Background: an optimization exercise with open tools, aiming at small area. Do not read the settings as production practice.
Where RTL was checked, it was by simulation tests only, not by an equivalence proof against the original.
For runs 3 to 5, only the layout was checked, not whether the RTL still works.
No activity file was given, so power comes from the tool's default toggle rates.

--- flow/config.mk ---
export PLATFORM = sky130hd
export DESIGN_NAME = top
export DESIGN_NICKNAME = top
export VERILOG_FILES = /design/flow/design.v
export SDC_FILE = /design/flow/constraint.sdc
export NUM_CORES = 4
export LEC_CHECK = 0
export CAP_MARGIN = 20
export CORE_MARGIN = 2
export CORE_UTILIZATION = 60
export CTS_BUF_LIST = sky130_fd_sc_hd__clkbuf_8
export CTS_CLUSTER_DIAMETER = 60
export CTS_CLUSTER_SIZE = 15
export GPL_TIMING_DRIVEN = 0
export SLEW_MARGIN = 20
export SYNTH_HIERARCHICAL = 1
--- flow/constraint.sdc ---
create_clock -name core_clock -period 6.0 [get_ports {clk}]
set_input_delay 1.2000 -clock core_clock [delete_from_list [all_inputs] [get_ports {clk}]]
set_output_delay 1.2000 -clock core_clock [all_outputs]
set_load 0.01 [all_outputs]
--- flow/design.v ---
module top(clk, reset_n, M0_req, M0_address, M0_wr, M0_dout, M0_grant, M_din, timer_interrupt, fifo_cnt, fifo_flag);
	input			clk;
	input			reset_n;
	input			M0_req;
	input	[7:0]	M0_address;
	input			M0_wr;
	input	[7:0]	M0_dout;
	output			M0_grant;
	output	[7:0]	M_din;
	output			timer_interrupt;
	output	[3:0]	fifo_cnt;
	output	[5:0]	fifo_flag;
	localparam MS_IDLE = 3'b000;	 
	localparam MS_IREQ = 3'b110;	 
	localparam MS_REQ  = 3'b001;	 
	localparam MS_REQG = 3'b111;	 
	localparam MS_GRA  = 3'b010;
	localparam MS_DEL  = 3'b011;
	localparam MS_CNT  = 3'b100;
	localparam C_NONE  = 3'b000;
	localparam C_READ  = 3'b001;
	localparam C_EMPTY = 3'b011;
	localparam C_RERR  = 3'b010;
	localparam C_WRITE = 3'b101;
	localparam C_FULL  = 3'b111;
	localparam C_WERR  = 3'b110;
	reg		[2:0]	ms;
	reg		[1:0]	cs;		 
	reg		[7:0]	cv;		 
	reg		[7:0]	lv;		 
	reg		[7:0]	la;		 
	reg				con;	 
	reg		[2:0]	cat;	 
	reg		[1:0]	fr;		 
	reg		[2:0]	rsrc;	 
	reg		[15:0]	cnt_all;	 
	reg		[255:0]	mq;			 
	genvar gi, gk, gb;
	wire			m1_own = ms[1] & (ms[0] | ~ms[2]);
	assign			M0_grant = ~m1_own;
	wire			gra = (ms == MS_GRA);
	wire	[7:0]	addr = m1_own ? ({8{gra}} & la) : M0_address;
	wire			wr = ~m1_own & M0_wr;
	wire	[7:0]	din = M0_dout;
	wire			hi1 = (addr[7:4] == 4'h1);
	wire	[3:0]	fdec;
	assign fdec[0] = hi1 & (addr[3:0] == 4'h1);
	assign fdec[1] = hi1 & (addr[3:0] == 4'h2);
	assign fdec[2] = hi1 & (addr[3:0] == 4'h3);
	assign fdec[3] = hi1 & (addr[3:0] == 4'h4);
	wire			fhit = |fdec;
	wire	[1:0]	f = addr[1:0] - 2'd1;
	wire	[3:0]	c;
	generate
		for (gb = 0; gb < 4; gb = gb + 1)
		begin : g_csel
			mx4 u(.s(addr[1:0]), .d0(cnt_all[12 + gb]), .d1(cnt_all[gb]), .d2(cnt_all[4 + gb]), .d3(cnt_all[8 + gb]), .y(c[gb]));
		end
	endgenerate
	wire			c_empty = ~(c[3] | c[2] | c[1] | c[0]);
	wire			c_is7 = c[2] & c[1] & c[0];
	wire			c_is1 = c[0] & ~(c[2] | c[1]);
	wire			do_w = wr & ~c[3];
	wire			do_r = ~wr & ~c_empty;
	wire	[3:0]	c_new = do_w ? (c + 4'h1) : (c - 4'h1);
	wire	[15:0]	cnt_nx;
	generate
		for (gi = 0; gi < 4; gi = gi + 1)
		begin : g_fifo
			wire	en_c = fdec[gi] & (do_w | do_r);
			for (gb = 0; gb < 4; gb = gb + 1)
			begin : g_c
				ao22 u(.a1(en_c), .a2(c_new[gb]), .b1(~en_c), .b2(cnt_all[gi*4 + gb]), .y(cnt_nx[gi*4 + gb]));
			end
		end
	endgenerate
	always @(posedge clk or negedge reset_n)
	begin
		if (!reset_n)
			cnt_all <= 16'h0;
		else
			cnt_all <= cnt_nx;
	end
	wire	[255:0]	mnext;
	generate
		for (gi = 0; gi < 4; gi = gi + 1)
		begin : g_wf
			wire	we = fdec[gi] & do_w;
			wire	wen = ~we;
			for (gk = 0; gk < 8; gk = gk + 1)
			begin : g_slot
				for (gb = 0; gb < 8; gb = gb + 1)
				begin : g_bit
					wire	d;
					if (gk == 0)
						assign d = din[gb];
					else
						assign d = mq[(gi*8 + gk - 1)*8 + gb];
					ao22 u_hold(.a1(we), .a2(d), .b1(wen), .b2(mq[(gi*8 + gk)*8 + gb]), .y(mnext[(gi*8 + gk)*8 + gb]));
				end
			end
		end
	endgenerate
	always @(posedge clk)
		mq <= mnext;
	wire	[2:0]	p = (fr == f) ? cat : C_NONE;
	reg		[2:0]	ncat;
	always @*
	begin
		if (!fhit)
			ncat = C_NONE;
		else if (wr)
		begin
			if (p[2] & p[1])
				ncat = C_WERR;
			else if (p == C_WRITE)
				ncat = c_is7 ? C_FULL : C_WRITE;
			else if (p != C_NONE)
				ncat = C_WRITE;
			else
				ncat = c_is7 ? C_FULL : c[3] ? C_WERR : C_WRITE;
		end
		else
		begin
			if (~p[2] & p[1])
				ncat = C_RERR;
			else if (p == C_READ)
				ncat = c_is1 ? C_EMPTY : C_READ;
			else if (p != C_NONE)
				ncat = C_READ;
			else
				ncat = c_is1 ? C_EMPTY : c_empty ? C_RERR : C_READ;
		end
	end
	wire			trd = ~wr & (addr[7:3] == 5'b00100) & (addr[2:0] != 3'd0) & (addr[2:0] != 3'd7);
	wire	[2:0]	nrsrc = (fhit & do_r) ? 3'd7 : trd ? addr[2:0] : 3'd0;
	always @(posedge clk or negedge reset_n)
	begin
		if (!reset_n)
		begin
			cat <= C_NONE;
			rsrc <= 3'd0;
		end
		else
		begin
			cat <= ncat;
			rsrc <= nrsrc;
		end
	end
	always @(posedge clk)
		fr <= f;
	wire			twr = wr & (addr[7:4] == 4'h2);
	wire			start = twr & (addr[3:0] == 4'h0) & (din == 8'h01) & (ms == MS_IDLE) & (cs == 2'b00);
	wire			clr = twr & (addr[3:0] == 4'h1) & (din == 8'h00);
	always @(posedge clk or negedge reset_n)
	begin
		if (!reset_n)
			ms <= MS_IDLE;
		else
			case (ms)
			MS_IDLE:	ms <= start ? MS_IREQ : MS_IDLE;
			MS_IREQ:	ms <= MS_REQ;
			MS_REQ:		ms <= M0_req ? MS_REQ : MS_REQG;
			MS_REQG:	ms <= MS_GRA;
			MS_GRA:		ms <= MS_DEL;
			MS_DEL:		ms <= MS_CNT;
			default:	ms <= MS_IDLE;
			endcase
	end
	wire	[2:0]	msd = (ms[2] & ms[1]) ? {2'b00, ms[0]} : ms;
	wire	[1:0]	csd = {cs[1], cs[0] & ~cs[1]};
	wire			cv_zero = (cv == 8'h00);
	wire			load = ((cs == 2'b00) & (ms == MS_CNT) & (lv != 8'h00)) | ((cs == 2'b11) & con);
	wire	[7:0]	cv_dec = cv - {7'h00, ~cv_zero};
	always @(posedge clk or negedge reset_n)
	begin
		if (!reset_n)
		begin
			cs <= 2'b00;
			cv <= 8'h00;
		end
		else
		begin
			cv <= load ? lv : cv_dec;
			case (cs)
			2'b00:		cs <= load ? 2'b01 : 2'b00;
			2'b01:		cs <= cv_zero ? 2'b10 : 2'b01;
			2'b10:		cs <= clr ? 2'b11 : 2'b10;
			default:	cs <= con ? 2'b01 : 2'b00;
			endcase
		end
	end
	wire			en_con = twr & (addr[3:0] == 4'h2) & (din[7:1] == 7'h00);
	wire			en_la = twr & (addr[3:0] == 4'h3);
	wire			en_lv = (ms == MS_DEL);
	wire			con_nx;
	wire	[7:0]	la_nx;
	wire	[7:0]	lv_nx;
	ao22 u_con(.a1(en_con), .a2(din[0]), .b1(~en_con), .b2(con), .y(con_nx));
	generate
		for (gb = 0; gb < 8; gb = gb + 1)
		begin : g_tr
			ao22 u_la(.a1(en_la), .a2(din[gb]), .b1(~en_la), .b2(la[gb]), .y(la_nx[gb]));
			ao22 u_lv(.a1(en_lv), .a2(M_din[gb]), .b1(~en_lv), .b2(lv[gb]), .y(lv_nx[gb]));
		end
	endgenerate
	always @(posedge clk or negedge reset_n)
	begin
		if (!reset_n)
		begin
			con <= 1'b0;
			la <= 8'h00;
			lv <= 8'h00;
		end
		else
		begin
			con <= con_nx;
			la <= la_nx;
			lv <= lv_nx;
		end
	end
	assign timer_interrupt = cs[1];
	wire	[3:0]	frdec = 4'b0001 << fr;
	wire			rv = (rsrc == 3'd7);
	wire	[31:0]	rsel;
	generate
		for (gi = 0; gi < 4; gi = gi + 1)
		begin : g_rsel
			wire	[7:0]	hdec = 8'h01 << cnt_all[gi*4 +: 3];
			for (gk = 0; gk < 8; gk = gk + 1)
			begin : g_k
				assign rsel[gi*8 + gk] = rv & frdec[gi] & hdec[gk];
			end
		end
	endgenerate
	wire	[7:0]	rs = 8'h01 << rsrc;
	wire	[7:0]	xsrc;		 
	assign xsrc[0] = ~((rs[1] & cs[1]) | (rs[2] & con) | (rs[6] & csd[0]));
	assign xsrc[1] = ~(rs[6] & csd[1]);
	assign xsrc[2] = ~(rs[6] & msd[0]);
	assign xsrc[3] = ~(rs[6] & msd[1]);
	assign xsrc[4] = ~(rs[6] & msd[2]);
	assign xsrc[7:5] = 3'b111;
	generate
		for (gb = 0; gb < 8; gb = gb + 1)
		begin : g_rbit
			wire	[31:0]	col;
			for (gk = 0; gk < 32; gk = gk + 1)
			begin : g_col
				assign col[gk] = mq[gk*8 + gb];
			end
			wire	[12:0]	t;
			for (gk = 0; gk < 10; gk = gk + 1)
			begin : g_t
				ao222n u(.a1(col[3*gk]), .a2(rsel[3*gk]), .b1(col[3*gk+1]), .b2(rsel[3*gk+1]), .c1(col[3*gk+2]), .c2(rsel[3*gk+2]), .y(t[gk]));
			end
			ao22n u10(.a1(col[30]), .a2(rsel[30]), .b1(col[31]), .b2(rsel[31]), .y(t[10]));
			ao222n u11(.a1(la[gb]), .a2(rs[3]), .b1(lv[gb]), .b2(rs[4]), .c1(cv[gb]), .c2(rs[5]), .y(t[11]));
			assign t[12] = xsrc[gb];
			nand13 u_or(.a(t), .y(M_din[gb]));
		end
	endgenerate
	wire			fvalid = (cat != C_NONE);
	wire	[3:0]	rc;
	generate
		for (gb = 0; gb < 4; gb = gb + 1)
		begin : g_rc
			wire	m;
			mx4 u(.s(fr), .d0(cnt_all[gb]), .d1(cnt_all[4 + gb]), .d2(cnt_all[8 + gb]), .d3(cnt_all[12 + gb]), .y(m));
			assign rc[gb] = fvalid & m;
		end
	endgenerate
	assign fifo_cnt = rc;
	assign fifo_flag[5] = rc[3];
	assign fifo_flag[4] = fvalid & ~(rc[3] | rc[2] | rc[1] | rc[0]);
	assign fifo_flag[3] = cat[2] & cat[0];
	assign fifo_flag[2] = cat[2] & cat[1] & ~cat[0];
	assign fifo_flag[1] = ~cat[2] & cat[0];
	assign fifo_flag[0] = ~cat[2] & cat[1] & ~cat[0];
endmodule
module ao22(a1, a2, b1, b2, y);
	input	a1, a2, b1, b2;
	output	y;
	assign y = (a1 & a2) | (b1 & b2);
endmodule
module ao222n(a1, a2, b1, b2, c1, c2, y);
	input	a1, a2, b1, b2, c1, c2;
	output	y;
	assign y = ~((a1 & a2) | (b1 & b2) | (c1 & c2));
endmodule
module ao22n(a1, a2, b1, b2, y);
	input	a1, a2, b1, b2;
	output	y;
	assign y = ~((a1 & a2) | (b1 & b2));
endmodule
module nand13(a, y);
	input	[12:0]	a;
	output	y;
	assign y = ~&a;
endmodule
module mx4(s, d0, d1, d2, d3, y);
	input	[1:0]	s;
	input	d0, d1, d2, d3;
	output	y;
	assign y = s[1] ? (s[0] ? d3 : d2) : (s[0] ? d1 : d0);
endmodule
--- flow/flow/run.sh ---
#!/bin/bash
# Own layout flow: the standard flow (standard.sh) with three changes:
#  - synthesis maps logic with an area-oriented ABC script (flow/abc_map.script)
#    in place of ORFS's speed script; registers are inferred and mapped exactly
#    as in the standard synthesis,
#  - ports are buffered with buf_1 cells,
#  - CTS inserts no dummy loads.
# Each run's full output goes to a log file in the work folder.
set -euo pipefail
W="$(pwd)"
rm -rf "$W/scripts_mod"
cp -r "$FLOW_HOME/scripts" "$W/scripts_mod"
cp "$W/flow/abc_map.script" "$W/scripts_mod/abc_speed.script"
export SCRIPTS_DIR="$W/scripts_mod"
export BUFFER_PORTS_ARGS="-buffer_cell sky130_fd_sc_hd__buf_1"
export CTS_ARGS="-sink_clustering_enable -repair_clock_nets -sink_clustering_size 15 -sink_clustering_max_diameter 60 -buf_list sky130_fd_sc_hd__clkbuf_8 -dont_use_dummy_load"
bash "$W/standard.sh" > "$W/flow_make.log" 2>&1
--- flow/flow/abc_map.script ---
&get -n
&st
&syn2
&dch -f
&nf -R 1000
&st
&syn2
&dch -f
&nf -R 1000
&put
--- flow/standard.sh ---
#!/bin/bash
# synth_recipe.tcl (not shown) runs the flow's synth.tcl, then flattens the netlist and writes it again
# the make line also repeats each setting of config.mk as NAME=value (left out here)
make -C /OpenROAD-flow-scripts/flow DESIGN_CONFIG=/design/flow/config.mk WORK_HOME=/design/flow/orfs CLKGATE_MAP_FILE= SYNTH_SCRIPT=/design/flow/synth_recipe.tcl "${@:-finish}"
==> notes.md, run 1 <==
status - finished clean
detailed-placement wirelength estimate - 20,500 um
Leakage - 0.00494 uW
Post-Route Skew - 68.7 ps
f_max - 0.203 GHz
min-delay worst type - reg2reg
RSZ-0062 raised after global routing - no
Slew Limit Fails - 0
Post-synth EDFFs - 0
post-synthesis simple-gate area fraction - 8.78%
MaxCap Viol Count - 0
synthesized area per cell - 11.9 um2
pwr/cell area - 351 nW/um2
Slew @ Worst Pin - 1130 ps
routed wire length - 30,500 um
Final #Nets - 1,085
top_reg_cell synth - dfxtp_1
post-synthesis mux area share - 1.71%
Remaining Overflow, GRT - 0
#FFs+latches synth - 310
Skew-Pair Late Insertion Delay - 590 ps
critical path startpoint category - register
CORE AREA - 19,300 um2
Initial Util - 60.6%
# Post-CTS Setup Buffers - 0
count leader, synth - a22o_1
Placed Instances - 1,293
Finish-stage setup viols - 0
largest family of logic cells by synthesized area - compound AO/OA/AOI/OAI gates
Switching Power - 1380 uW
WP data arrival - 5390 ps
pin count of the biggest net entering global routing - 66
die span in x - 144 um
All-Layer GR Usage - 29.2%
area growth from synthesis to layout - 8.56%
WL/cell - 23.1 um
clock buffer count from CTS - 26
RD Place Congestion - 0.887
diodes inserted - 0
Post-CTS Hold Fix Bufs - 0
Sw Ratio - 30.9%
layout cells sized above 1 - 5.12%
Die Span Y - 144 um
post-CTS sizing - 0
largest cells by area after synthesis - dfxtp_1 (44%), a22o_1 (22%), dfrtp_1 (11%)
Root Buffer - clkbuf_8
CTS tree - built
cell taking the most area after synthesis - dfxtp_1
Setup CP Type - reg2reg
Rows - 51
xor/xnor share of the synthesized area - 0.673%
synth warn - 7
clock power share - 22.7%
tightest hold margin - 465 ps
global-route wire length before repair - 46,600 um
top post-synthesis cells by count - a22o_1 (291), dfxtp_1 (258), a222oi_1 (88), dfrtp_1 (52), nand2_1 (41)
Finished Layout Cells - 1,319
DR iter-0 viols - 1,169
die area - 20,700 um2
Slew HR - 24.4%
crit path time final - 4930 ps
Synth cell types - 40
setup TNS - 0 ps
ys async rst share - 16.8%
hold path start - mq[27]
synthesized instance count - 982
DR vias/cell - 6.88
Tcrit/Tclk final - 82.1%
I/O pin count - 40
CP Capture Type - register
Synth Area in Adders - 1.03%
Worst EP required - 6470 ps
worst r2r src - ms[2]
Residual DRC - 0
via count - 9,078
CTS clk-pin slew, worst paths - 90 ps
fillers - 1,570
Flop pwr share - 58.4%
post-synthesis cell area - 11,700 um2
first-pass iteration count of the detailed router - 6
internal power component - 3080 uW
worst IR drop on VDD - 0.233 mV
Comb power frac - 19.0%
post-synthesis compound-gate area fraction - 31.9%
CTS sink cnt - 310
number of global-route vias before repair - 8,088
Hold Vio Cnt, Final - 0
initial antenna violation count - 0
CP max FO - 65
Worst Setup SP - ms[2]
remaining antenna violation count - 0
clock buffer depth - 3
Synth top area share - 44.1%
H-Tree Depth - 1
number of port buffers - 39
total design power - 4460 uW
post-synthesis sequential area ratio - 55.2%
-- registers in the layout, indices dropped and copies added (netlist names) --
name / cells
cnt_all: 16
cat: 3
mq: 256
rsrc: 3
ms: 3
fr: 2
cv: 8
cs: 2
con: 1
la: 8
lv: 8
-- modules after synthesis, one instance, submodules excluded --
module / flip-flops and latches / cell area (um2) / cells
nand13: 0 / 28.8 / 5
mx4: 0 / 22.5 / 1
ao22n: 0 / 7.51 / 1
top: 310 / 7830 / 549
ao22: 0 / 8.76 / 1
ao222n: 0 / 10.0 / 1
-- cells in the final DEF (no fill, tap or decap), drive strengths merged, types with 6 or more instances in the layout --
master,instances
clkbuf,26
ha,8
buf,45
a22oi,14
a22o,291
nor4,6
and3b,6
mux4,8
nand4,18
nor3,14
nor2,38
clkinv,19
nand2b,11
xnor2,7
dfxtp,258
nand3,15
or4,9
nor2b,8
nand2,41
a21oi,15
dfrtp,52
a222oi,88
nor3b,10
o21ai,13
-- metal layers --
layer / share of wire (%) / track usage [%] / vias to the layer above
met4: 3.4 / 10.0 / 0
met3: 6.1 / 4.27 / 58
met2: 42 / 41.6 / 269
met5: 0 / 0 / -
met1: 48 / 45.1 / 4466
li1: - / - / 4285
-- cell families (layout without fill, tap and decap cells) --
kind of cell | count (synthesis) | count (layout)
AO/OA/AOI/OAI | 430 | 430
XOR/XNOR | 9 | 9
adder cells (fa/ha/maj) | 9 | 9
buffers and inverters | 20 | 90
flip-flops | 310 | 310
multiplexers | 10 | 10
other | 1 | 3
AND/OR/NAND/NOR | 193 | 193
-- power groups by stage --
stage	clock [uW]	combinational (uW)	sequential [uW]
final	1010	846	2600
after global routing	1100	936	2640
after CTS	1050	844	2590
after detailed placement	0	845	2630
after global placement	0	812	2630
after floorplan	0	657	2530
-- cell type report --
| cell class | count | area (um2) | area share, % |
|---|---|---|---|
| Multi-Input combinational cell | 654 | 5230 | 41.1 |
| Sequential cell | 310 | 6470 | 50.9 |
| Clock buffer | 26 | 358 | 2.81 |
| Timing Repair Buffer | 44 | 248 | 1.95 |
| Tap cell | 265 | 332 | 2.61 |
| Inverter | 19 | 76.3 | 0.600 |
| Buffer | 1 | 7.51 | 0.0590 |
-- critical path: stages (launching register included) --
cell,delay (ps)
dfrtp_1,420
nor2b_1,260
a21oi_1,240
a22oi_1,570
clkinv_1,410
mux4_2,590
or2_0,370
nor2_1,550
nand2_4,520
clkinv_2,340
buf_12,280
a22o_1,190
-- metrics by stage --
stage | worst slack, ps | cell area, um2 | utilization [%]
after floorplan | 174 | 11700 | -
after global placement | -1720 | 12200 | 63.1
after detailed placement | 916 | 12300 | 63.8
after CTS | 1040 | 12700 | 65.7
after global routing | 694 | 12700 | 65.8
final | 1070 | 12700 | 65.8
-- path summary, 6_finish.rpt --
kind / endpoint / slack, ps / cells past startpoint
max reg2reg: mq[27] / 1070 / 11
min in group asynchronous: cv[2] / 570 / 1
max in group asynchronous: la[7] / 4830 / 2
min reg2reg: mq[35] / 470 / 1
max: mq[27] / 1070 / 11
min: mq[35] / 470 / 1
==> run 2: changes to the inputs <==
==> flow/run.sh (new file) <==
#!/bin/bash
# synth_recipe.tcl (not shown) runs the flow's synth.tcl, then flattens the netlist and writes it again
# the make line also repeats each setting of config.mk as NAME=value (left out here)
make -C /OpenROAD-flow-scripts/flow DESIGN_CONFIG=/design/flow/config.mk WORK_HOME=/design/flow/orfs CLKGATE_MAP_FILE= SYNTH_SCRIPT=/design/flow/synth_recipe.tcl finish
removed: flow/flow/run.sh
removed: flow/flow/abc_map.script
removed: flow/standard.sh
==> notes.md, run 2 <==
status - finished clean
diodes inserted - 0
fillers - 1,541
setup slack after layout - 657 ps
most common cell after layout, fill and taps aside - a22o_1
post-synthesis cell area - 12,000 um2
Most flops, register - mq
Leakage - 0.00516 uW
pwr/cell area - 332 nW/um2
worst path bufs/invs - 2
FF+latch area - 6470 um2
clock buffer depth - 3
Post-CTS Hold Fix Bufs - 0
first-pass iteration count of the detailed router - 10
Rows - 51
area growth from synthesis to layout - 10.8%
Comb power frac - 18.9%
Skew-Pair Late Insertion Delay - 560 ps
top post-synthesis cells by count - a22o_1 (291), dfxtp_1 (258), a222oi_1 (88), dfrtp_1 (52), nand2_1 (46)
cell taking the most area after synthesis - dfxtp_1
Remaining Overflow, GRT - 0
WL/cell - 23.8 um
post-synthesis sequential area ratio - 54.1%
Flop pwr share - 57.1%
Worst EP required - 4800 ps
H-Tree Depth - 1
CP Capture Type - output pin
post-CTS sizing - 0
post-synthesis mux area share - 1.84%
top_reg_cell synth - dfxtp_1
Multi-input gate area - 5430 um2
commonest non-fill, non-tap cells in the layout - a22o_1 (291), dfxtp_1 (258), a222oi_1 (88)
tightest hold margin - 478 ps
Initial Util - 61.3%
post-synthesis compound-gate area fraction - 31.6%
count leader, synth - a22o_1
Setup CP Type - reg2out
routed wire length - 32,100 um
number of global-route vias before repair - 8,333
Sw Ratio - 30.5%
RSZ-0062 raised after global routing - no
Finished Layout Cells - 1,347
Root Buffer - clkbuf_8
total design power - 4400 uW
remaining antenna violation count - 0
synthesized area per cell - 11.9 um2
layout cells sized above 1 - 6.84%
number of port buffers - 39
xor/xnor share of the synthesized area - 0.795%
clock power share - 24.0%
crit path time final - 5340 ps
Post-synth EDFFs - 0
DR vias/cell - 7.14
placed cell area - 12,900 um2
biggest regs - mq (256), cnt_all (16)
min-delay worst type - reg2reg
CTS tree - built
I/O pin count - 40
Place WS - 1320 ps
Synth cell types - 58
CORE AREA - 19,500 um2
synthesized instance count - 1,003
global-route wire length before repair - 50,400 um
worst IR drop on VDD - 0.259 mV
DR iter-0 viols - 1,292
CTS clk-pin slew, worst paths - 90 ps
Slew HR - 25.3%
Synth top area share - 43.2%
die area - 21,100 um2
Hold Vio Cnt, Final - 0
critical path startpoint category - register
All-Layer GR Usage - 29.6%
cell family with most CP delay - simple AND/OR/NAND/NOR gates
Post-Route Skew - 23.4 ps
crit-path cells - clkbuf_1 -> nand3_1 -> nor2_1 -> nand3b_1 -> nor3b_1 -> a222oi_1 -> nand4_1 -> or4_1 -> clkdlybuf4s50_1
Final Cell Area - 13,300 um2
Switching Power - 1340 uW
WP data arrival - 4140 ps
Die Span Y - 145 um
pin count of the biggest net entering global routing - 66
Largest register FFs - 256
synth warn - 7
MaxCap Viol Count - 0
die span in x - 145 um
Slew @ Worst Pin - 1110 ps
CP max FO - 8
detailed-placement wirelength estimate - 21,800 um
Critical Path Max Stage Delay - 920 ps
Worst path slowest cell - nor3b_1
ys async rst share - 16.8%
Final #Nets - 1,106
post-synthesis simple-gate area fraction - 9.70%
#FFs+latches synth - 310
largest cells by area after synthesis - dfxtp_1 (43%), a22o_1 (21%), dfrtp_1 (11%)
Placed Instances - 1,315
Finish-stage setup viols - 0
# Post-CTS Setup Buffers - 0
via count - 9,617
initial antenna violation count - 0
Residual DRC - 0
RD Place Congestion - 0.902
f_max - 0.187 GHz
clock buffer count from CTS - 25
CTS sink cnt - 310
Synth Area in Adders - 1.00%
Slew Limit Fails - 0
internal power component - 3050 uW
largest family of logic cells by synthesized area - compound AO/OA/AOI/OAI gates
Tcrit/Tclk final - 89.0%
run 2: layout make-up:
class                   count  area share (%)
inverters                  17           0.481
well taps                 265            2.50
clock inverters             6           0.264
clock buffers              26            2.70
flip-flops and latches    310            48.8
plain buffers               9           0.396
repair buffers             45            3.89
multi-input cells         669            41.0
run 2: power by group through the flow:
stage	registers [uW]	logic [uW]	clock network [uW]
floorplan	2460	623	0
global placement	2540	798	0
detailed placement	2540	818	0
CTS	2500	824	1070
global route	2540	918	1150
finish	2510	831	1050
run 2: Yosys stat by module (local to each module, per instance):
| module | flip-flops and latches | cells inside | cell area, um2 |
|---|---|---|---|
| ao222n | 0 | 1 | 10.0 |
| ao22 | 0 | 1 | 8.76 |
| ao22n | 0 | 1 | 12.5 |
| top | 310 | 570 | 8040 |
| nand13 | 0 | 5 | 28.8 |
| mx4 | 0 | 1 | 22.5 |
run 2: logic make-up (layout without fill, tap and decap cells):
group | after synthesis | after routing
AO/OA/AOI/OAI | 424 | 424
flip-flops | 310 | 310
AND/OR/NAND/NOR | 211 | 211
buffers and inverters | 26 | 103
multiplexers | 12 | 12
XOR/XNOR | 10 | 10
adder cells (fa/ha/maj) | 9 | 9
other | 1 | 3
run 2: worst register-to-register path, stage by stage (launching register included):
cell     delay [ps]
dfrtp_1         380
buf_4           170
nor3b_2         370
a22o_1          440
mux4_2          460
nor2_1          310
and3_1          460
and2_2          540
buf_12          290
a22o_1          190
run 2: path summary, 6_finish.rpt:
| path | startpoint | endpoint | slack [ps] | cells after the start |
|---|---|---|---|---|
| setup / recovery | rsrc[2] | M_din[1] | 660 | 9 |
| max in group asynchronous | reset_n | lv[4] | 4880 | 1 |
| setup reg to reg | ms[2] | mq[121] | 2330 | 9 |
| min in group asynchronous | reset_n | cat[2] | 660 | 1 |
| hold / removal | mq[58] | mq[58] | 480 | 1 |
| hold reg to reg | mq[58] | mq[58] | 480 | 1 |
run 2: routing by layer:
layer / global-route usage, % / vias up / part of all wire, % / wire, um
met5: 0 / - / 0 / 0
met4: 5.98 / 0 / 2.3 / 748
met3: 3.18 / 47 / 7.3 / 2330
met2: 42.9 / 406 / 44 / 14100
met1: 47.8 / 4797 / 47 / 15000
li1: - / 4367 / - / -
run 2: through the flow:
| stage | TNS, ps | util (%) |
|---|---|---|
| floorplan | 0 | - |
| global placement | -84820 | 65.0 |
| detailed placement | 0 | 65.8 |
| CTS | 0 | 67.8 |
| global route | 0 | 67.9 |
| finish | 0 | 67.9 |
==> run 3: changes to the inputs <==
--- a/flow/design.v
+++ b/flow/design.v
@@ -36,2 +36,3 @@
 	reg		[15:0]	cnt_all;	 
+	reg		[11:0]	hd_all;		 
 	reg		[255:0]	mq;			 
@@ -53,2 +54,3 @@
 	wire	[3:0]	c;
+	wire	[2:0]	h;
 	generate
@@ -58,2 +60,6 @@
 		end
+		for (gb = 0; gb < 3; gb = gb + 1)
+		begin : g_hsel
+			mx4 u(.s(addr[1:0]), .d0(hd_all[9 + gb]), .d1(hd_all[gb]), .d2(hd_all[3 + gb]), .d3(hd_all[6 + gb]), .y(h[gb]));
+		end
 	endgenerate
@@ -65,3 +71,5 @@
 	wire	[3:0]	c_new = do_w ? (c + 4'h1) : (c - 4'h1);
+	wire	[2:0]	h_inc = h + 3'h1;
 	wire	[15:0]	cnt_nx;
+	wire	[11:0]	hd_nx;
 	generate
@@ -70,2 +78,3 @@
 			wire	en_c = fdec[gi] & (do_w | do_r);
+			wire	en_h = fdec[gi] & do_r;
 			for (gb = 0; gb < 4; gb = gb + 1)
@@ -74,2 +83,6 @@
 			end
+			for (gb = 0; gb < 3; gb = gb + 1)
+			begin : g_h
+				ao22 u(.a1(en_h), .a2(h_inc[gb]), .b1(~en_h), .b2(hd_all[gi*3 + gb]), .y(hd_nx[gi*3 + gb]));
+			end
 		end
@@ -79,6 +92,15 @@
 		if (!reset_n)
+		begin
 			cnt_all <= 16'h0;
+			hd_all <= 12'h0;
+		end
 		else
+		begin
 			cnt_all <= cnt_nx;
+			hd_all <= hd_nx;
+		end
 	end
+	wire	[2:0]	wslot = h + c[2:0] + 3'd1;
+	wire	[7:0]	wsdec = 8'h01 << wslot;
+	wire	[31:0]	we;
 	wire	[255:0]	mnext;
@@ -87,15 +109,13 @@
 		begin : g_wf
-			wire	we = fdec[gi] & do_w;
-			wire	wen = ~we;
 			for (gk = 0; gk < 8; gk = gk + 1)
-			begin : g_slot
-				for (gb = 0; gb < 8; gb = gb + 1)
-				begin : g_bit
-					wire	d;
-					if (gk == 0)
-						assign d = din[gb];
-					else
-						assign d = mq[(gi*8 + gk - 1)*8 + gb];
-					ao22 u_hold(.a1(we), .a2(d), .b1(wen), .b2(mq[(gi*8 + gk)*8 + gb]), .y(mnext[(gi*8 + gk)*8 + gb]));
-				end
+			begin : g_we
+				assign we[gi*8 + gk] = fdec[gi] & do_w & wsdec[gk];
+			end
+		end
+		for (gk = 0; gk < 32; gk = gk + 1)
+		begin : g_slot
+			wire	wen = ~we[gk];
+			for (gb = 0; gb < 8; gb = gb + 1)
+			begin : g_bit
+				ao22 u_hold(.a1(we[gk]), .a2(din[gb]), .b1(wen), .b2(mq[gk*8 + gb]), .y(mnext[gk*8 + gb]));
 			end
@@ -228,3 +248,3 @@
 		begin : g_rsel
-			wire	[7:0]	hdec = 8'h01 << cnt_all[gi*4 +: 3];
+			wire	[7:0]	hdec = 8'h01 << hd_all[gi*3 +: 3];
 			for (gk = 0; gk < 8; gk = gk + 1)
==> notes.md, run 3 <==
remaining antenna violation count - 0
largest cells by area after synthesis - dfxtp_1 (40%), a22o_1 (20%), dfrtp_1 (12%)
biggest regs - mq (256), cnt_all (16), hd_all (12)
Slew HR - 21.3%
Root Buffer - clkbuf_8
top post-synthesis cells by count - a22o_1 (303), dfxtp_1 (258), a222oi_1 (88), nand2_1 (77), nor2_1 (68)
Slew @ Worst Pin - 1180 ps
Placed Instances - 1,463
post-synthesis cell area - 12,900 um2
area growth from synthesis to layout - 11.1%
# Post-CTS Setup Buffers - 0
RSZ-0062 raised after global routing - no
Synth top area share - 39.9%
Finished Layout Cells - 1,506
worst IR drop on VDD - 0.219 mV
I/O pin count - 40
CTS clk-pin slew, worst paths - 90 ps
RD Place Congestion - 0.925
count leader, synth - a22o_1
CP Capture Type - register
setup slack after layout - 495 ps
Setup CP Type - in2reg
post-CTS sizing - 0
Skew-Pair Late Insertion Delay - 600 ps
Rows - 53
layout cells sized above 1 - 7.80%
die area - 22,800 um2
Switching Power - 1770 uW
pwr/cell area - 362 nW/um2
Synth cell types - 58
via count - 10,700
min-delay worst type - reg2reg
Largest register FFs - 256
Place WS - -14.5 ps
WP data arrival - 5980 ps
critical path startpoint category - primary input
MaxCap Viol Count - 0
internal power component - 3430 uW
Slew Limit Fails - 0
first-pass iteration count of the detailed router - 10
pin count of the biggest net entering global routing - 41
Leakage - 0.00559 uW
CORE AREA - 21,100 um2
diodes inserted - 0
ys async rst share - 19.9%
CP max FO - 9
total design power - 5200 uW
DR vias/cell - 7.13
Initial Util - 61.4%
die span in x - 151 um
All-Layer GR Usage - 33.9%
Flop pwr share - 51.1%
synthesized area per cell - 11.4 um2
WL/cell - 25.8 um
number of port buffers - 39
H-Tree Depth - 1
clock buffer count from CTS - 28
Finish-stage setup viols - 0
synthesized instance count - 1,139
f_max - 0.182 GHz
CTS tree - built
Die Span Y - 151 um
Final #Nets - 1,251
Sw Ratio - 34.0%
cell taking the most area after synthesis - dfxtp_1
CTS sink cnt - 322
synth warn - 7
Comb power frac - 24.7%
Most flops, register - mq
Post-synth EDFFs - 0
Worst EP required - 6480 ps
post-synthesis sequential area ratio - 52.3%
Hold Vio Cnt, Final - 0
commonest non-fill, non-tap cells in the layout - a22o_1 (303), dfxtp_1 (258), a222oi_1 (88)
crit path time final - 5500 ps
Tcrit/Tclk final - 91.7%
detailed-placement wirelength estimate - 27,300 um
status - finished clean
Post-Route Skew - 31.3 ps
global-route wire length before repair - 59,300 um
routed wire length - 38,900 um
initial antenna violation count - 1
DR iter-0 viols - 1,288
most common cell after layout, fill and taps aside - a22o_1
clock power share - 24.2%
clock buffer depth - 3
top_reg_cell synth - dfxtp_1
Remaining Overflow, GRT - 0
#FFs+latches synth - 322
number of global-route vias before repair - 10,000
Post-CTS Hold Fix Bufs - 0
Residual DRC - 0
==> run 3: cell count changes in the layout (fill, tap and decap cells not counted), sizes merged, moves of 8 or more <==
| cell | previous run | this run |
|---|---|---|
| nor2 | 32 | 68 |
| buf | 11 | 27 |
| clkdlybuf4s50 | 38 | 30 |
| inv | 22 | 35 |
| a22o | 291 | 303 |
| nand2 | 46 | 78 |
| dfrtp | 52 | 64 |
==> run 3: logic make-up (layout without fill, tap and decap cells) <==
family,after synthesis,in the layout,share of synthesized area (%)
xor+xnor,14,14,0.947
fa+ha+maj,12,12,1.28
simple gates,296,296,11.9
mux,12,12,1.99
buf+inv,42,132,1.30
flops,322,322,52.3
compound gates,440,440,30.3
other cells,1,3,0.0290
==> run 3: routing by layer <==
layer | global-route usage [%] | routed length, um | vias up | part of all wire [%]
met5 | 0 | 0 | - | 0
met4 | 11.4 | 1460 | 0 | 3.7
met3 | 5.90 | 3170 | 86 | 8.2
met2 | 51.5 | 17200 | 522 | 44
met1 | 49.2 | 17100 | 5291 | 44
li1 | - | - | 4843 | -
==> run 3: final timing paths <==
check                              startpoint           to  slack (ps)  cells after the start
worst max register to register          ms[2]      mq[219]        1000                     13
worst min-delay path                  mq[105]      mq[105]         480                      1
worst min register to register        mq[105]      mq[105]         480                      1
worst max-delay path            M0_address[0]      mq[219]         500                     13
min in group asynchronous             reset_n  cnt_all[14]         510                      1
max in group asynchronous             reset_n        la[5]        4960                      2
==> run 3: power groups by stage <==
stage,logic [uW],registers [uW],clock network (uW)
5_1_grt,1390,2690,1360
4_1_cts,1260,2650,1280
6_report,1280,2660,1260
3_3_place_gp,1220,2680,0
2_1_floorplan,876,2610,0
3_5_place_dp,1260,2690,0
==> run 3: Yosys stat by module (local to each module, per instance) <==
| module | flops+latches | times used |
|---|---|---|
| ao22 | 0 | 301 |
| mx4 | 0 | 11 |
| ao222n | 0 | 88 |
| ao22n | 0 | 8 |
| nand13 | 0 | 8 |
| top | 322 | 1 |
==> run 3: per-stage QoR <==
stage	util [%]	hold slack, ps	area, um2	TNS, ps
final	68.2	476	14400	0
after global routing	68.2	489	14400	0
after CTS	68.2	476	14400	0
after detailed placement	65.7	454	13900	-87.3
after global placement	64.9	452	13700	0
after floorplan	-	439	13000	0
==> run 3: layout make-up <==
class	count	area, um2
tap	275	344
fill	1653	6710
multi-input combinational	777	6040
inverter	27	101
timing repair buffer	48	543
sequential	322	6770
buffer	15	67.6
clock buffer	30	413
clock inverter	12	109
==> run 3: worst max-delay path, cell delays in order <==
cell and delay (ps):
clkdlybuf4s50_1 460, and3b_1 220, a221oi_4 350, inv_1 360, mux4_2 530, inv_1 160, ha_1 250, fa_1 390
xnor2_1 290, xor2_1 260, nor3_1 740, nand2_1 440, a22o_1 320
==> run 4: changes to the inputs <==
--- a/flow/design.v
+++ b/flow/design.v
@@ -36,3 +36,2 @@
 	reg		[15:0]	cnt_all;	 
-	reg		[11:0]	hd_all;		 
 	reg		[255:0]	mq;			 
@@ -54,3 +53,2 @@
 	wire	[3:0]	c;
-	wire	[2:0]	h;
 	generate
@@ -60,6 +58,2 @@
 		end
-		for (gb = 0; gb < 3; gb = gb + 1)
-		begin : g_hsel
-			mx4 u(.s(addr[1:0]), .d0(hd_all[9 + gb]), .d1(hd_all[gb]), .d2(hd_all[3 + gb]), .d3(hd_all[6 + gb]), .y(h[gb]));
-		end
 	endgenerate
@@ -71,5 +65,3 @@
 	wire	[3:0]	c_new = do_w ? (c + 4'h1) : (c - 4'h1);
-	wire	[2:0]	h_inc = h + 3'h1;
 	wire	[15:0]	cnt_nx;
-	wire	[11:0]	hd_nx;
 	generate
@@ -78,3 +70,2 @@
 			wire	en_c = fdec[gi] & (do_w | do_r);
-			wire	en_h = fdec[gi] & do_r;
 			for (gb = 0; gb < 4; gb = gb + 1)
@@ -83,6 +74,2 @@
 			end
-			for (gb = 0; gb < 3; gb = gb + 1)
-			begin : g_h
-				ao22 u(.a1(en_h), .a2(h_inc[gb]), .b1(~en_h), .b2(hd_all[gi*3 + gb]), .y(hd_nx[gi*3 + gb]));
-			end
 		end
@@ -92,15 +79,6 @@
 		if (!reset_n)
-		begin
 			cnt_all <= 16'h0;
-			hd_all <= 12'h0;
-		end
 		else
-		begin
 			cnt_all <= cnt_nx;
-			hd_all <= hd_nx;
-		end
 	end
-	wire	[2:0]	wslot = h + c[2:0] + 3'd1;
-	wire	[7:0]	wsdec = 8'h01 << wslot;
-	wire	[31:0]	we;
 	wire	[255:0]	mnext;
@@ -109,13 +87,15 @@
 		begin : g_wf
+			wire	we = fdec[gi] & do_w;
+			wire	wen = ~we;
 			for (gk = 0; gk < 8; gk = gk + 1)
-			begin : g_we
-				assign we[gi*8 + gk] = fdec[gi] & do_w & wsdec[gk];
-			end
-		end
-		for (gk = 0; gk < 32; gk = gk + 1)
-		begin : g_slot
-			wire	wen = ~we[gk];
-			for (gb = 0; gb < 8; gb = gb + 1)
-			begin : g_bit
-				ao22 u_hold(.a1(we[gk]), .a2(din[gb]), .b1(wen), .b2(mq[gk*8 + gb]), .y(mnext[gk*8 + gb]));
+			begin : g_slot
+				for (gb = 0; gb < 8; gb = gb + 1)
+				begin : g_bit
+					wire	d;
+					if (gk == 0)
+						assign d = din[gb];
+					else
+						assign d = mq[(gi*8 + gk - 1)*8 + gb];
+					ao22 u_hold(.a1(we), .a2(d), .b1(wen), .b2(mq[(gi*8 + gk)*8 + gb]), .y(mnext[(gi*8 + gk)*8 + gb]));
+				end
 			end
@@ -244,2 +224,10 @@
 	wire			rv = (rsrc == 3'd7);
+	wire	[3:0]	cl;
+	generate
+		for (gb = 0; gb < 4; gb = gb + 1)
+		begin : g_cl
+			mx4 u(.s(fr), .d0(cnt_all[gb]), .d1(cnt_all[4 + gb]), .d2(cnt_all[8 + gb]), .d3(cnt_all[12 + gb]), .y(cl[gb]));
+		end
+	endgenerate
+	wire	[7:0]	row = {8{rv}} & (8'h01 << cl[2:0]);
 	wire	[31:0]	rsel;
@@ -248,6 +236,5 @@
 		begin : g_rsel
-			wire	[7:0]	hdec = 8'h01 << hd_all[gi*3 +: 3];
 			for (gk = 0; gk < 8; gk = gk + 1)
 			begin : g_k
-				assign rsel[gi*8 + gk] = rv & frdec[gi] & hdec[gk];
+				assign rsel[gi*8 + gk] = frdec[gi] & row[gk];
 			end
@@ -283,11 +270,3 @@
 	wire			fvalid = (cat != C_NONE);
-	wire	[3:0]	rc;
-	generate
-		for (gb = 0; gb < 4; gb = gb + 1)
-		begin : g_rc
-			wire	m;
-			mx4 u(.s(fr), .d0(cnt_all[gb]), .d1(cnt_all[4 + gb]), .d2(cnt_all[8 + gb]), .d3(cnt_all[12 + gb]), .y(m));
-			assign rc[gb] = fvalid & m;
-		end
-	endgenerate
+	wire	[3:0]	rc = {4{fvalid}} & cl;
 	assign fifo_cnt = rc;
==> flow/flow/run.sh (new file) <==
#!/bin/bash
# Own layout flow: the standard flow (standard.sh) with three changes:
#  - synthesis maps logic with an area-oriented ABC script (flow/abc_map.script)
#    in place of ORFS's speed script; registers are inferred and mapped exactly
#    as in the standard synthesis,
#  - ports are buffered with buf_1 cells,
#  - CTS inserts no dummy loads.
# Each run's full output goes to a log file in the work folder.
set -euo pipefail
W="$(pwd)"
rm -rf "$W/scripts_mod"
cp -r "$FLOW_HOME/scripts" "$W/scripts_mod"
cp "$W/flow/abc_map.script" "$W/scripts_mod/abc_speed.script"
export SCRIPTS_DIR="$W/scripts_mod"
export BUFFER_PORTS_ARGS="-buffer_cell sky130_fd_sc_hd__buf_1"
export CTS_ARGS="-sink_clustering_enable -repair_clock_nets -sink_clustering_size 18 -sink_clustering_max_diameter 60 -buf_list sky130_fd_sc_hd__clkbuf_8 -dont_use_dummy_load"
bash "$W/standard.sh" > "$W/flow_make.log" 2>&1
==> flow/flow/abc_map.script (new file) <==
&get -n
&st
&syn2
&dch -f
&nf -R 1000
&st
&syn2
&dch -f
&nf -R 1000
&put
==> flow/standard.sh (new file) <==
#!/bin/bash
# synth_recipe.tcl (not shown) runs the flow's synth.tcl, then flattens the netlist and writes it again
# the make line also repeats each setting of config.mk as NAME=value (left out here)
make -C /OpenROAD-flow-scripts/flow DESIGN_CONFIG=/design/flow/config.mk WORK_HOME=/design/flow/orfs CLKGATE_MAP_FILE= SYNTH_SCRIPT=/design/flow/synth_recipe.tcl "${@:-finish}"
--- a/flow/config.mk
+++ b/flow/config.mk
@@ -9,3 +9,3 @@
 export CORE_MARGIN = 2
-export CORE_UTILIZATION = 60
+export CORE_UTILIZATION = 70
 export CTS_BUF_LIST = sky130_fd_sc_hd__clkbuf_8
removed: flow/run.sh
==> notes.md, run 4 <==
pwr/cell area - 340 nW/um2
top post-synthesis cells by count - a22o_1 (293), dfxtp_1 (258), a222oi_1 (88), nor2_1 (60), dfrtp_1 (52)
Initial Util - 70.9%
status - finished clean
die area - 17,700 um2
most common cell after layout, fill and taps aside - a22o_1
commonest non-fill, non-tap cells in the layout - a22o_1 (293), dfxtp_1 (258), a222oi_1 (88)
detailed-placement wirelength estimate - 20,900 um
biggest regs - mq (256), cnt_all (16)
clock buffer depth - 3
CORE AREA - 16,400 um2
remaining antenna violation count - 0
cell taking the most area after synthesis - dfxtp_1
DR vias/cell - 7.28
CTS clk-pin slew, worst paths - 110 ps
# Post-CTS Setup Buffers - 0
MaxCap Viol Count - 0
worst IR drop on VDD - 0.290 mV
Die Span Y - 133 um
R2R Setup Slk - 840 ps
I/O pin count - 40
Placed Instances - 1,256
routed wire length - 30,100 um
die span in x - 133 um
setup TNS - 0 ps
initial antenna violation count - 0
post-synthesis cell area - 11,600 um2
final core occ - 76.4%
worst reg2reg endpoint - mq[34]
via count - 9,302
Post-synth EDFFs - 0
Setup CP Type - reg2out
CTS sink cnt - 310
Rows - 47
number of global-route vias before repair - 8,564
Hold Path Depth - 1
Root Buffer - clkbuf_8
Largest register FFs - 256
layout cells sized above 1 - 4.45%
clock buffer count from CTS - 21
Tcrit/Tclk final - 87.7%
Synth top area share - 44.4%
synth warn - 7
synthesized area per cell - 11.8 um2
Most flops, register - mq
CP max FO - 9
Slew @ Worst Pin - 1030 ps
tightest hold margin - 484 ps
Worst EP required - 4800 ps
largest cells by area after synthesis - dfxtp_1 (44%), a22o_1 (22%), dfrtp_1 (11%)
hold path start - mq[63]
Worst R2R Path Depth - 13
Residual DRC - 0
RSZ-0062 raised after global routing - no
RD Place Congestion - 0.928
number of port buffers - 39
ys async rst share - 16.8%
top_reg_cell synth - dfxtp_1
count leader, synth - a22o_1
crit path time final - 5260 ps
Post-Route Skew - 42.4 ps
H-Tree Depth - 1
WL/cell - 23.6 um
Finished Layout Cells - 1,278
Hold Vio Cnt, Final - 0
CP Capture Type - output pin
DR iter-0 viols - 1,194
Final #Nets - 1,088
global-route wire length before repair - 47,300 um
CTS tree - built
pin count of the biggest net entering global routing - 66
Skew-Pair Late Insertion Delay - 550 ps
post-synthesis sequential area ratio - 55.6%
critical path startpoint category - register
min-delay worst type - reg2reg
f_max - 0.190 GHz
post-CTS sizing - 0
Slew HR - 31.6%
first-pass iteration count of the detailed router - 8
synthesized instance count - 986
Remaining Overflow, GRT - 0
WP data arrival - 4060 ps
Hold Path End - mq[63]
#FFs+latches synth - 310
All-Layer GR Usage - 33.6%
Slew Limit Fails - 0
Synth cell types - 38
area growth from synthesis to layout - 7.82%
Leakage - 0.00486 uW
Post-CTS Hold Fix Bufs - 0
worst r2r src - ms[1]
Finish-stage setup viols - 0
[run 4: worst max-delay path, cell delays in order (launching register included)]
cell and delay, ps:
dfxtp_1 690, mux4_2 650, nor2b_1 180, nand2_1 260, nor2_1 240, a222oi_1 530, nand4_1 160, or4_1 640
buf_1 180
[run 4: final cells by class]
| cell class | count | area [um2] |
|---|---|---|
| multi-input cells | 654 | 5100 |
| clock buffers | 21 | 289 |
| diodes | 1 | 2.50 |
| flip-flops and latches | 310 | 6470 |
| fillers | 1135 | 3870 |
| well taps | 220 | 275 |
| repair buffers | 48 | 308 |
| plain buffers | 1 | 7.51 |
| inverters | 23 | 91.3 |
[run 4: cell families after synthesis]
| kind of cell | Yosys count | synth area share, % |
|---|---|---|
| AOI/OAI and AO/OA | 434 | 32.4 |
| DFF | 310 | 55.6 |
| and+or+nand+nor | 191 | 7.93 |
| buffers and inverters | 24 | 0.807 |
| adders and majority gates | 9 | 1.03 |
| xor gates and xnor gates | 9 | 0.678 |
| muxes | 8 | 1.55 |
| other | 1 | 0.0323 |
[run 4: worst max-delay path by stage]
stage                     endpoint  depth (start not counted)          start
after CTS                 M_din[0]                          8          fr[0]
after global placement       mq[6]                         10  M0_address[0]
after global routing        mq[38]                         13          ms[1]
after floorplan            mq[192]                          7  M0_address[0]
after detailed placement    mq[18]                         11  M0_address[0]
final                     M_din[6]                          8          fr[0]
[run 4: per-stage QoR]
step / cell area, um2 / setup WS [ps] / total power, uW
finish: 12500 / 737 / 4260
global placement: 12100 / -1500 / 3290
CTS: 12500 / 881 / 4250
detailed placement: 12200 / 806 / 3350
global route: 12500 / 477 / 4460
floorplan: 11600 / 286 / 3080
[run 4: Yosys stat by module, one instance, submodules excluded]
module	cell area, um2	cells	copies in the design
top	7740	553	1
ao22	8.76	1	289
ao222n	10.0	1	88
ao22n	7.51	1	8
nand13	28.8	5	8
mx4	22.5	1	8
[run 4: per-layer routing]
layer / GRT usage, % / share of wire [%] / vias up
met5: 0 / 0 / -
met2: 50.6 / 44 / 459
met3: 7.28 / 10 / 73
met1: 48.5 / 42 / 4511
met4: 11.4 / 3.8 / 0
li1: - / - / 4259
[run 4: where the power goes]
group	total, uW	switching [uW]	internal (uW)
clock network	922	606	316
logic	895	523	372
registers	2440	201	2240
total	4260	1330	2930
==> run 5: changes to the inputs <==
--- a/flow/config.mk
+++ b/flow/config.mk
@@ -9,3 +9,3 @@
 export CORE_MARGIN = 2
-export CORE_UTILIZATION = 70
+export CORE_UTILIZATION = 80
 export CTS_BUF_LIST = sky130_fd_sc_hd__clkbuf_8
==> notes.md, run 5 <==
All-Layer GR Usage - 39.5%
synthesized area per cell - 11.8 um2
remaining antenna violation count - 0
CTS tree - built
cell taking the most area after synthesis - dfxtp_1
global-route wire length before repair - 49,400 um
diodes inserted - 0
worst IR drop on VDD - 0.270 mV
routed wire length - 31,500 um
DR vias/cell - 7.86
synth warn - 7
Remaining Overflow, GRT - 0
Most flops, register - mq
critical path startpoint category - register
crit path time final - 5380 ps
Initial Util - 80.9%
Slew Limit Fails - 0
Largest register FFs - 256
MaxCap Viol Count - 0
via count - 9,787
fillers - 704
Hold Vio Cnt, Final - 0
die span in x - 125 um
Multi-input gate area - 5080 um2
Post-CTS Hold Fix Bufs - 0
final core occ - 87.4%
Placed Instances - 1,224
Leakage - 0.00487 uW
f_max - 0.186 GHz
Post-Route Skew - 39.8 ps
RSZ-0062 raised after global routing - no
most common cell after layout, fill and taps aside - a22o_1
clock buffer count from CTS - 21
Finish-stage setup viols - 0
Root Buffer - clkbuf_8
min-delay worst type - reg2reg
status - finished clean
CP max FO - 9
RD Place Congestion - 0.937
Slew HR - 27.0%
DR iter-0 viols - 1,519
Tcrit/Tclk final - 89.7%
CTS clk-pin slew, worst paths - 80 ps
initial antenna violation count - 0
biggest regs - mq (256), cnt_all (16)
Finished Layout Cells - 1,245
clock buffer depth - 3
detailed-placement wirelength estimate - 21,500 um
Setup CP Type - reg2out
FF+latch area - 6470 um2
first-pass iteration count of the detailed router - 10
pwr/cell area - 341 nW/um2
H-Tree Depth - 1
total design power - 4290 uW
count leader, synth - a22o_1
ys async rst share - 16.8%
pin count of the biggest net entering global routing - 54
top post-synthesis cells by count - a22o_1 (293), dfxtp_1 (258), a222oi_1 (88), nor2_1 (60), dfrtp_1 (52)
Final #Nets - 1,092
# Post-CTS Setup Buffers - 0
die area - 15,500 um2
commonest non-fill, non-tap cells in the layout - a22o_1 (293), dfxtp_1 (258), a222oi_1 (88)
Post-synth EDFFs - 0
area growth from synthesis to layout - 8.01%
I/O pin count - 40
WP data arrival - 4180 ps
top_reg_cell synth - dfxtp_1
post-synthesis sequential area ratio - 55.6%
synthesized instance count - 986
Synth cell types - 38
number of global-route vias before repair - 9,012
Skew-Pair Late Insertion Delay - 550 ps
WL/cell - 25.3 um
Worst EP required - 4800 ps
CORE AREA - 14,400 um2
Synth top area share - 44.4%
layout cells sized above 1 - 4.81%
post-synthesis cell area - 11,600 um2
#FFs+latches synth - 310
Residual DRC - 0
number of port buffers - 39
Die Span Y - 125 um
CP Capture Type - output pin
Rows - 44
CTS sink cnt - 310
post-CTS sizing - 0
Slew @ Worst Pin - 1100 ps
largest cells by area after synthesis - dfxtp_1 (44%), a22o_1 (22%), dfrtp_1 (11%)
[run 5: critical path: stages, from the launching register on]
cell,delay (ps)
dfxtp_1,700
mux4_2,680
nor2b_1,190
nand2_1,260
nor2_1,240
a222oi_1,610
nand4_1,160
or4_1,620
buf_1,170
[run 5: stage by stage]
step / area [um2] / hold WS [ps] / worst slack [ps] / setup TNS, ps
after global routing: 12600 / 493 / 557 / 0
final: 12600 / 487 / 615 / 0
after detailed placement: 12300 / 458 / 901 / 0
after floorplan: 11600 / 439 / 286 / 0
after global placement: 12000 / 452 / -1370 / -330010
after CTS: 12600 / 482 / 763 / 0
[run 5: final timing paths]
kind                               end  slack [ps]     from  cells after the start
max                           M_din[0]         620    fr[0]                      8
min reg2reg                    mq[252]         490  mq[252]                      1
min                            mq[252]         490  mq[252]                      1
max in group asynchronous  cnt_all[10]        4840  reset_n                      3
min in group asynchronous        lv[7]         550  reset_n                      1
max reg2reg                    mq[120]         730    ms[1]                     14
[run 5: cell families (layout without fill, tap and decap cells)]
family / after synthesis / after routing / synth area share [%]
mux: 8 / 8 / 1.55
other cells: 1 / 3 / 0.0323
flops: 310 / 310 / 55.6
buf+inv: 24 / 97 / 0.807
simple gates: 191 / 191 / 7.93
xor+xnor: 9 / 9 / 0.678
compound gates: 434 / 434 / 32.4
fa+ha+maj: 9 / 9 / 1.03
[run 5: final cells by class]
class	instances	share of cell area, %
multi-input cells	654	40.5
repair buffers	52	3.12
flip-flops and latches	310	51.5
well taps	184	1.83
clock buffers	21	2.30
inverters	23	0.727
plain buffers	1	0.0598
[run 5: layer usage]
layer / wire length (um) / vias up / GRT usage (%)
li1: - / 4278 / -
met1: 12600 / 4719 / 57.3
met2: 13900 / 675 / 59.6
met3: 3570 / 115 / 7.52
met4: 1430 / 0 / 15.3
met5: 0 / - / 0
[run 5: where the power goes]
part / switching, uW / internal, uW / leakage (uW)
clock: 599 / 316 / 0.000151
sequential: 207 / 2240 / 0.00277
combinational: 547 / 377 / 0.00195
total: 1350 / 2940 / 0.00487
[run 5: per-module statistics from Yosys, one instance, submodules excluded]
| module | cells inside | area [um2] |
|---|---|---|
| ao22 | 1 | 8.76 |
| top | 553 | 7740 |
| ao22n | 1 | 7.51 |
| nand13 | 5 | 28.8 |
| ao222n | 1 | 10.0 |
| mx4 | 1 | 22.5 |
==> run 6: changes to the inputs <==
--- a/flow/design.v
+++ b/flow/design.v
@@ -243,9 +243,3 @@
 	wire	[7:0]	rs = 8'h01 << rsrc;
-	wire	[7:0]	xsrc;		 
-	assign xsrc[0] = ~((rs[1] & cs[1]) | (rs[2] & con) | (rs[6] & csd[0]));
-	assign xsrc[1] = ~(rs[6] & csd[1]);
-	assign xsrc[2] = ~(rs[6] & msd[0]);
-	assign xsrc[3] = ~(rs[6] & msd[1]);
-	assign xsrc[4] = ~(rs[6] & msd[2]);
-	assign xsrc[7:5] = 3'b111;
+	wire	[4:0]	xd = {msd, csd};
 	generate
@@ -258,3 +252,3 @@
 			end
-			wire	[12:0]	t;
+			wire	[11:0]	t;
 			for (gk = 0; gk < 10; gk = gk + 1)
@@ -263,6 +257,20 @@
 			end
-			ao22n u10(.a1(col[30]), .a2(rsel[30]), .b1(col[31]), .b2(rsel[31]), .y(t[10]));
 			ao222n u11(.a1(la[gb]), .a2(rs[3]), .b1(lv[gb]), .b2(rs[4]), .c1(cv[gb]), .c2(rs[5]), .y(t[11]));
-			assign t[12] = xsrc[gb];
-			nand13 u_or(.a(t), .y(M_din[gb]));
+			if (gb == 0)
+			begin : g_b0
+				wire	t12, t13;
+				ao222n u10(.a1(col[30]), .a2(rsel[30]), .b1(col[31]), .b2(rsel[31]), .c1(cs[1]), .c2(rs[1]), .y(t[10]));
+				ao22n u12(.a1(con), .a2(rs[2]), .b1(xd[0]), .b2(rs[6]), .y(t12));
+				nand13 u_or(.a({t12, t}), .y(M_din[gb]));
+			end
+			else if (gb < 5)
+			begin : g_b14
+				ao222n u10(.a1(col[30]), .a2(rsel[30]), .b1(col[31]), .b2(rsel[31]), .c1(xd[gb]), .c2(rs[6]), .y(t[10]));
+				nand12 u_or(.a(t), .y(M_din[gb]));
+			end
+			else
+			begin : g_b57
+				ao22n u10(.a1(col[30]), .a2(rsel[30]), .b1(col[31]), .b2(rsel[31]), .y(t[10]));
+				nand12 u_or(.a(t), .y(M_din[gb]));
+			end
 		end
@@ -294,2 +302,7 @@
 endmodule
+module nand12(a, y);
+	input	[11:0]	a;
+	output	y;
+	assign y = ~&a;
+endmodule
 module nand13(a, y);
--- a/flow/config.mk
+++ b/flow/config.mk
@@ -9,3 +9,3 @@
 export CORE_MARGIN = 2
-export CORE_UTILIZATION = 80
+export CORE_UTILIZATION = 70
 export CTS_BUF_LIST = sky130_fd_sc_hd__clkbuf_8
==> notes.md, run 6 <==
area growth from synthesis to layout - 7.66%
Root Buffer - clkbuf_8
Initial Util - 70.7%
Placed Instances - 1,236
DR WL met3 - 2740 um
setup TNS - 0 ps
Post-synth EDFFs - 0
detailed-placement wirelength estimate - 21,000 um
pwr/cell area - 254 nW/um2
top_reg_cell synth - dfxtp_1
largest cells by area after synthesis - dfxtp_1 (45%), a22o_1 (22%), dfrtp_1 (11%)
via count - 9,463
Worst Setup SP - ms[1]
DR iter-0 viols - 1,309
Slew HR - 40.2%
diodes inserted - 0
Slew @ Worst Pin - 894 ps
CTS sink cnt - 310
Final #Nets - 1,068
pin count of the biggest net entering global routing - 66
CORE AREA - 16,400 um2
MaxCap Viol Count - 0
Die Span Y - 133 um
cell taking the most area after synthesis - dfxtp_1
Largest register FFs - 256
number of global-route vias before repair - 8,389
post-synthesis sequential area ratio - 55.7%
All-Layer GR Usage - 34.2%
H-Tree Depth - 1
#FFs+latches synth - 310
status - finished clean
CTS tree - built
count leader, synth - a22o_1
CP max FO - 65
CTS clk-pin slew, worst paths - 110 ps
hold path start - mq[190]
metal2 WL - 14,300 um
M1 wire length - 13,100 um
critical path startpoint category - register
f_max - 0.190 GHz
Leakage - 0.00484 uW
Post-CTS Hold Fix Bufs - 0
worst r2r src - ms[1]
commonest non-fill, non-tap cells in the layout - a22o_1 (290), dfxtp_1 (258), a222oi_1 (93)
total design power - 3170 uW
worst IR drop on VDD - 0.233 mV
Worst EP required - 6490 ps
synthesized instance count - 970
layout cells sized above 1 - 4.44%
biggest regs - mq (256), cnt_all (16)
Tcrit/Tclk final - 87.9%
RD Place Congestion - 0.931
Synth top area share - 44.5%
WP data arrival - 5760 ps
Rows - 47
WL/cell - 24.5 um
die span in x - 133 um
clock buffer count from CTS - 21
Hold Vio Cnt, Final - 0
top post-synthesis cells by count - a22o_1 (290), dfxtp_1 (258), a222oi_1 (93), nor2_1 (53), dfrtp_1 (52)
most common cell after layout, fill and taps aside - a22o_1
synthesized area per cell - 12.0 um2
first-pass iteration count of the detailed router - 10
# Post-CTS Setup Buffers - 0
Finish-stage setup viols - 0
number of port buffers - 39
post-CTS sizing - 0
remaining antenna violation count - 0
ys async rst share - 16.8%
Finished Layout Cells - 1,257
die area - 17,600 um2
Setup CP Type - reg2reg
initial antenna violation count - 1
Slew Limit Fails - 0
Post-Route Skew - 37.1 ps
global-route wire length before repair - 48,000 um
RSZ-0062 raised after global routing - no
Most flops, register - mq
Skew-Pair Late Insertion Delay - 550 ps
clock buffer depth - 3
Synth cell types - 39
DR vias/cell - 7.53
min-delay worst type - reg2reg
crit path time final - 5280 ps
CP Capture Type - register
I/O pin count - 40
post-synthesis cell area - 11,600 um2
top routing layer in use - met4
routed wire length - 30,900 um
Remaining Overflow, GRT - 0
synth warn - 7
Residual DRC - 0
[run 6: kinds of logic after synthesis]
kind of cell	Yosys count	share of synthesized area, %
xor+xnor	10	0.755
flops	310	55.7
mux	11	1.82
fa+ha+maj	9	1.03
buf+inv	23	0.776
simple gates	189	8.15
compound gates	418	31.7
[run 6: layout make-up]
cell class | count | area (um2)
clock buffers | 21 | 289
multi-input cells | 637 | 5070
inverters | 22 | 87.6
repair buffers | 46 | 295
plain buffers | 1 | 7.51
flip-flops and latches | 310 | 6470
fillers | 1100 | 3910
well taps | 220 | 275
[run 6: stage by stage]
stage	setup WS (ps)	hold slack [ps]	area (um2)	utilization [%]
after detailed placement	785	458	12200	74.4
after global placement	-1500	453	12000	73.3
after floorplan	304	439	11600	-
after CTS	849	485	12500	76.2
final	724	485	12500	76.2
after global routing	385	502	12500	76.2
[run 6: worst max-delay path, stage by stage (launching register included)]
cell      delay (ps)
dfrtp_1          470
nor2b_1          400
a21oi_1          280
a22oi_1          610
clkinv_1         440
mux4_2           600
nor2_1           290
clkinv_1         240
nor2_1           430
nand2_4          480
clkinv_2         460
buf_12           260
a22o_1           190
[run 6: modules after synthesis (local to each module, per instance)]
module	cells	area [um2]	flops+latches	times used
top	543	7730	310	1
nand13	5	28.8	0	1
nand12	4	25.0	0	7
mx4	1	22.5	0	8
ao222n	1	10.0	0	93
ao22	1	8.76	0	289
ao22n	1	7.51	0	4
[run 6: path summary, 6_finish.rpt]
path	to	slack [ps]	depth (start not counted)
worst max-delay path	mq[25]	720	12
worst min register to register	mq[190]	480	1
max in group asynchronous	cs[0]	4860	2
worst max register to register	mq[25]	720	12
worst min-delay path	mq[190]	480	1
min in group asynchronous	cnt_all[4]	580	1
[run 6: where the power goes]
group | total, uW | internal [uW] | switching, uW
clock network | 923 | 317 | 606
registers | 2120 | 2090 | 28.1
logic | 127 | 52.6 | 74.8
total | 3170 | 2460 | 709
[run 6: layer usage]
layer	GRT usage, %	vias up
met5	0	-
met4	9.20	0
met3	4.60	59
met2	53.7	507
met1	50.5	4673
li1	-	4224
==> run 7: changes to the inputs <==
--- a/flow/config.mk
+++ b/flow/config.mk
@@ -9,3 +9,3 @@
 export CORE_MARGIN = 2
-export CORE_UTILIZATION = 70
+export CORE_UTILIZATION = 65
 export CTS_BUF_LIST = sky130_fd_sc_hd__clkbuf_8
==> notes.md, run 7 <==
status - finished clean
R2R Setup Slk - 700 ps
Sw Ratio - 22.5%
top_reg_cell synth - dfxtp_1
DR vias/cell - 7.43
Worst Setup SP - ms[1]
Post-Route Skew - 43.7 ps
final core occ - 71.8%
All-Layer GR Usage - 33.0%
MaxCap Viol Count - 0
Synth top area share - 44.5%
initial antenna violation count - 0
fillers - 1,325
pwr/cell area - 255 nW/um2
Post-synth EDFFs - 0
die area - 18,900 um2
CORE AREA - 17,400 um2
Slew Limit Fails - 0
biggest regs - mq (256), cnt_all (16)
Critical Path Max Stage Delay - 610 ps
synthesized instance count - 970
clock buffer count from CTS - 21
I/O pin count - 40
worst path bufs/invs - 4
detailed-placement wirelength estimate - 21,500 um
Remaining Overflow, GRT - 0
via count - 9,365
Worst path slowest cell - a22oi_1
H-Tree Depth - 1
layout cells sized above 1 - 4.25%
cell family with most CP delay - simple AND/OR/NAND/NOR gates
Largest register FFs - 256
Setup CP Type - reg2reg
Most flops, register - mq
CTS sink cnt - 310
synthesized area per cell - 12.0 um2
Synth cell types - 39
Leakage - 0.00482 uW
Finish-stage setup viols - 0
CP Capture Type - register
Hold Vio Cnt, Final - 0
worst reg2reg endpoint - mq[60]
Worst R2R Path Depth - 12
area growth from synthesis to layout - 7.35%
commonest non-fill, non-tap cells in the layout - a22o_1 (290), dfxtp_1 (258), a222oi_1 (93)
Slew @ Worst Pin - 889 ps
clock buffer depth - 3
Worst EP required - 6480 ps
hold path start - mq[187]
critical path startpoint category - register
Flop pwr share - 66.7%
Root Buffer - clkbuf_8
first-pass iteration count of the detailed router - 9
Initial Util - 66.9%
internal power component - 2460 uW
Tcrit/Tclk final - 88.4%
RSZ-0062 raised after global routing - no
WL/cell - 24.8 um
die span in x - 138 um
top post-synthesis cells by count - a22o_1 (290), dfxtp_1 (258), a222oi_1 (93), nor2_1 (53), dfrtp_1 (52)
worst IR drop on VDD - 0.261 mV
Switching Power - 716 uW
DR iter-0 viols - 1,269
Multi-input gate area - 5080 um2
Final #Nets - 1,066
remaining antenna violation count - 0
Slew HR - 40.6%
routed wire length - 31,200 um
RD Place Congestion - 0.918
CTS tree - built
WP data arrival - 5780 ps
CTS clk-pin slew, worst paths - 110 ps
FF+latch area - 6470 um2
cell taking the most area after synthesis - dfxtp_1
min-delay worst type - reg2reg
crit path time final - 5300 ps
Die Span Y - 138 um
worst r2r src - ms[1]
post-synthesis sequential area ratio - 55.7%
synth warn - 7
Residual DRC - 0
# Post-CTS Setup Buffers - 0
CP Depth - 12
global-route wire length before repair - 48,400 um
number of port buffers - 39
Hold Path Depth - 1
#FFs+latches synth - 310
diodes inserted - 0
count leader, synth - a22o_1
clock power share - 29.3%
post-synthesis cell area - 11,600 um2
ys async rst share - 16.8%
largest cells by area after synthesis - dfxtp_1 (45%), a22o_1 (22%), dfrtp_1 (11%)
Placed Instances - 1,239
placed cell area - 12,200 um2
Post-CTS Hold Fix Bufs - 0
Finished Layout Cells - 1,260
Rows - 48
pin count of the biggest net entering global routing - 66
most common cell after layout, fill and taps aside - a22o_1
Comb power frac - 4.0%
[run 7: cell counts after synthesis]
Identical to the previous run, type by type.
[run 7: worst max-delay path by stage]
stage	end	slack, ps
after detailed placement	mq[9]	620
after floorplan	mq[192]	300
after global placement	mq[59]	-1690
after CTS	mq[58]	770
after global routing	mq[60]	310
final	mq[60]	700
[run 7: cells by family after synthesis]
logic type / Yosys count / synth area share (%)
xor+xnor: 10 / 0.755
mux: 11 / 1.82
flops: 310 / 55.7
compound gates: 418 / 31.7
fa+ha+maj: 9 / 1.03
buf+inv: 23 / 0.776
simple gates: 189 / 8.15
[run 7: power by group through the flow]
stage	sequential (uW)	clock [uW]	combinational, uW
6_report	2120	929	128
5_1_grt	2120	1010	140
4_1_cts	2120	941	127
3_5_place_dp	2160	0	126
3_3_place_gp	2160	0	120
2_1_floorplan	2150	0	82.8
[run 7: layout make-up]
class / instances / share of cell area [%]
Tap cell: 225 / 2.26
Inverter: 22 / 0.703
Clock buffer: 21 / 2.32
Sequential cell: 310 / 51.9
Multi-Input combinational cell: 637 / 40.8
Buffer: 1 / 0.0603
Timing Repair Buffer: 44 / 1.99
[run 7: routing by layer]
layer / global-route usage, % / vias to the layer above / wire [um]
li1: - / 4211 / -
met3: 5.11 / 53 / 2600
met1: 47.8 / 4645 / 13600
met2: 52.3 / 456 / 14300
met5: 0 / - / 0
met4: 7.56 / 0 / 691
[run 7: modules after synthesis, one instance, submodules excluded]
module	area, um2	cells	copies in the design	flip-flops and latches
nand13	28.8	5	1	0
nand12	25.0	4	7	0
ao222n	10.0	1	93	0
top	7730	543	1	310
ao22n	7.51	1	4	0
ao22	8.76	1	289	0
mx4	22.5	1	8	0
[run 7: stage by stage]
stage                     total power, uW  setup WS (ps)  TNS [ps]  hold WS, ps
after floorplan                      2240            304         0          439
after global placement               2280          -1690   -389410          453
after detailed placement             2290            619         0          455
after CTS                            3180            775         0          483
after global routing                 3280            306         0          498
final                                3180            698         0          481

Check on run 7: ideal ports give 0.698 ns setup slack; a clkbuf_16 on the clock port and buf_2 on the inputs give 0.698 ns; moving port delays by the midpoint clock arrival (0.579 ns) as well gives 0.519 ns.
